Source: an optimization exercise on an open RTL-to-GDS flow (aim: small area and a short achievable clock period). Production flows keep margins and buffers that such runs may drop. Function was checked by simulation only, so behaviour that the tests miss may differ from the original. No activity file was given, so power comes from the tool's default toggle rates.

==> job 3168 <==
Design pow_5_pipe, start of the top module:
module pow_5_pipe
(
    input             clock,
    input      [17:0] n,
    output reg [17:0] n_pow_5
);
==> flow/config.mk <==
export PLATFORM = sky130hd
export DESIGN_NAME = pow_5_pipe
export DESIGN_NICKNAME = pow_5_pipe
export VERILOG_FILES = /design/flow/design.v
export SDC_FILE = /design/flow/constraint.sdc
export NUM_CORES = 4
export LEC_CHECK = 0
export CAP_MARGIN = 20
export CORE_MARGIN = 2
export CORE_UTILIZATION = 40
export CTS_BUF_LIST = sky130_fd_sc_hd__clkbuf_4 sky130_fd_sc_hd__clkbuf_8
export CTS_CLUSTER_DIAMETER = 60
export CTS_CLUSTER_SIZE = 40
export PLACE_DENSITY = 0.75
export SETUP_SLACK_MARGIN = 4.25
export SLEW_MARGIN = 20
==> flow/constraint.sdc <==
create_clock -name core_clock -period 6.4 [get_ports {clock}]
set_input_delay 1.2800 -clock core_clock [delete_from_list [all_inputs] [get_ports {clock}]]
set_output_delay 1.2800 -clock core_clock [all_outputs]
set_load 0.01 [all_outputs]
standard.sh (not shown) runs the stock make flow with config.mk's settings and CLKGATE_MAP_FILE= SYNTH_SCRIPT=/design/flow/synth_recipe.tcl, a recipe that flattens the netlist after the stock synthesis.
==> flow/flow/run.sh <==
#!/bin/bash
set -o pipefail
export BUFFER_PORTS_ARGS="-buffer_cell sky130_fd_sc_hd__buf_1"
export CTS_ARGS="-sink_clustering_enable -repair_clock_nets -dont_use_dummy_load -sink_clustering_size 40 -sink_clustering_max_diameter 60 -buf_list {sky130_fd_sc_hd__clkbuf_4 sky130_fd_sc_hd__clkbuf_8}"
bash standard.sh finish > standard.log 2>&1
==> job 8610 (differences from job 3168) <==
==> flow/run.sh (new file) <==
#!/bin/bash
# synth_recipe.tcl (not shown) runs the flow's synth.tcl, then flattens the netlist and writes it again
# the make line also repeats each setting of config.mk as NAME=value (left out here)
make -C /OpenROAD-flow-scripts/flow DESIGN_CONFIG=/design/flow/config.mk WORK_HOME=/design/flow/orfs CLKGATE_MAP_FILE= SYNTH_SCRIPT=/design/flow/synth_recipe.tcl finish
- SETUP_SLACK_MARGIN: 4.25 -> 4.3
removed: flow/flow/run.sh
removed: flow/standard.sh
==> run notes <==
item	job 3168	job 8610
Layout-stage area growth over the synthesis result	9.73%	12.1%
Clk pwr share	17.7%	20.4%
Vias per Instance	5.16	5.15
Final Net Count	646	641
Smallest setup slack after layout	4.22 ns	4.14 ns
Power density over cell area	310 mW/mm2	314 mW/mm2
Worst reg2reg setup slack	4.22 ns	4.14 ns
Flop+latch power	0.886 mW	0.887 mW
Transition at the pin with the smallest max-transition slack	0.516 ns	0.507 ns
Multi-input combinational cell area	0.00285 mm2	0.00281 mm2
Fraction of power spent switching nets	31.4%	31.6%
Worst Hold Launch	n_1[10]	t_3[1]
Sequential standard cell area	0.00225 mm2	0.00225 mm2
Overall power	1.83 mW	1.89 mW
Maximum fanout along the worst path	2	6
Filler Cell Count	1,205	1,234
Internal Dissipation	1.25 mW	1.29 mW
Status	complete, no violations	complete, no violations
Fraction of the cycle the final worst path needs	34.0%	35.4%
Combinational fraction of design power	33.8%	32.7%
IR drop worst, VDD	0.160 mV	0.245 mV
Relative area of non-clock buffer cells in the final design	5.07%	6.75%
Met3 layer wire length in the routed design	765 um	774 um
CP startpoint	h_2[1]	h_2[3]
Global routing usage on met1	22.3%	22.4%
Clock period minus worst slack	2.18 ns	2.26 ns

==> inputs of run a <==
Starting RTL as in the previous note.
Settings: LEC_CHECK=0, CAP_MARGIN=20, CORE_MARGIN=2, CORE_UTILIZATION=40, CTS_BUF_LIST=sky130_fd_sc_hd__clkbuf_4 sky130_fd_sc_hd__clkbuf_8, CTS_CLUSTER_DIAMETER=60, CTS_CLUSTER_SIZE=40, PLACE_DENSITY=0.75, SETUP_SLACK_MARGIN=4.4, SLEW_MARGIN=20; clock period 6.4 ns.
run.sh (not shown) runs the stock make flow with config.mk's settings and CLKGATE_MAP_FILE= SYNTH_SCRIPT=/design/flow/synth_recipe.tcl, a recipe that flattens the netlist after the stock synthesis.
Stock flow here: none of the scripts above is used.
==> run b: changes against run a <==
==> flow/flow/run.sh (new file) <==
#!/bin/bash
# The standard layout, with these changes to how the layout is made:
#  - synthesis skips Yosys's early "abc -fast" pass (synth -noabc), so that extract_fa
#    finds the carry-save adder tree as the RTL writes it; everything else in the
#    synthesis script is the standard flow's (including -nofsm -noshare, flatten and renaming)
#  - port buffers use sky130_fd_sc_hd__buf_1 (every input and output still gets its own buffer)
#  - clock tree synthesis does not add dummy load cells
set -o pipefail
export BUFFER_PORTS_ARGS="-buffer_cell sky130_fd_sc_hd__buf_1"
export CTS_ARGS="-sink_clustering_enable -repair_clock_nets -dont_use_dummy_load -sink_clustering_size 40 -sink_clustering_max_diameter 60 -buf_list {sky130_fd_sc_hd__clkbuf_4 sky130_fd_sc_hd__clkbuf_8}"
sed '1s/yosys synth -nofsm -noshare /yosys synth -nofsm -noshare -noabc /' synth_recipe.tcl > flow_synth.tcl
sed "s#SYNTH_SCRIPT=[^ ]*synth_recipe.tcl#SYNTH_SCRIPT=$PWD/flow_synth.tcl#" standard.sh > flow_standard.sh
grep -q -- "-noabc" flow_synth.tcl && grep -q "flow_synth.tcl" flow_standard.sh || { echo "could not set up synthesis script" > standard.log; exit 1; }
bash flow_standard.sh finish > standard.log 2>&1
==> flow/standard.sh (new file) <==
#!/bin/bash
# synth_recipe.tcl (not shown) runs the flow's synth.tcl, then flattens the netlist and writes it again
# the make line also repeats each setting of config.mk as NAME=value (left out here)
make -C /OpenROAD-flow-scripts/flow DESIGN_CONFIG=/design/flow/config.mk WORK_HOME=/design/flow/orfs CLKGATE_MAP_FILE= SYNTH_SCRIPT=/design/flow/synth_recipe.tcl "${@:-finish}"
SETUP_SLACK_MARGIN = 4.2   (was 4.4)
removed: flow/run.sh
==> run c: changes against run a <==
==> flow/flow/run.sh (new file) <==
#!/bin/bash
set -o pipefail
export BUFFER_PORTS_ARGS="-buffer_cell sky130_fd_sc_hd__buf_1"
export CTS_ARGS="-sink_clustering_enable -repair_clock_nets -dont_use_dummy_load -sink_clustering_size 40 -sink_clustering_max_diameter 60 -buf_list {sky130_fd_sc_hd__clkbuf_4 sky130_fd_sc_hd__clkbuf_8}"
bash standard.sh finish > standard.log 2>&1
==> flow/standard.sh (new file) <==
#!/bin/bash
# synth_recipe.tcl (not shown) runs the flow's synth.tcl, then flattens the netlist and writes it again
# the make line also repeats each setting of config.mk as NAME=value (left out here)
make -C /OpenROAD-flow-scripts/flow DESIGN_CONFIG=/design/flow/config.mk WORK_HOME=/design/flow/orfs CLKGATE_MAP_FILE= SYNTH_SCRIPT=/design/flow/synth_recipe.tcl "${@:-finish}"
SETUP_SLACK_MARGIN = 4.2   (was 4.4)
removed: flow/run.sh
==> summary of the runs <==
- In run a the sequential share of layout area is lower than in run c, by 2.7 points.
- The lowest global-route usage belongs to run c, the highest to run a.
- Register-to-register slack: run a is better than run b (0.02 ns).
- Against run b, the area after synthesis of run c is higher by 2.4%.
- Clock skew: run b > run c > run a.

==> afterwards: timing with drivers on the ports <==
No port has a modelled driver above. Below, the same layouts with a new extraction and two added sets of constraints.
Step 1 sets driving cells, clkbuf_16 on the clock port and buf_2 on the other inputs (assumed; they add their load-dependent delay and slew).
Step 2 times the ports against the registers' clock, not the clock port: input delays grow and output delays shrink by t, the midpoint of the rising clock arrivals with the driver on.
Three values: ideal, step 1, step 2; two values: the first two.
run | t, ns | setup slack, ns | clock arrival spread, ns
job 3168 | 0.404 | 4.222 / 4.222 / 4.222 | 0.026 / 0.026
job 8610 | 0.406 | 4.137 / 4.137 / 4.137 | 0.016 / 0.015
run a | 0.404 | 4.204 / 4.204 / 4.204 | 0.017 / 0.017
run b | 0.413 | 4.180 / 4.180 / 4.180 | 0.029 / 0.029
run c | 0.409 | 4.181 / 4.181 / 4.181 | 0.020 / 0.021
After both steps every run listed still meets setup and hold.
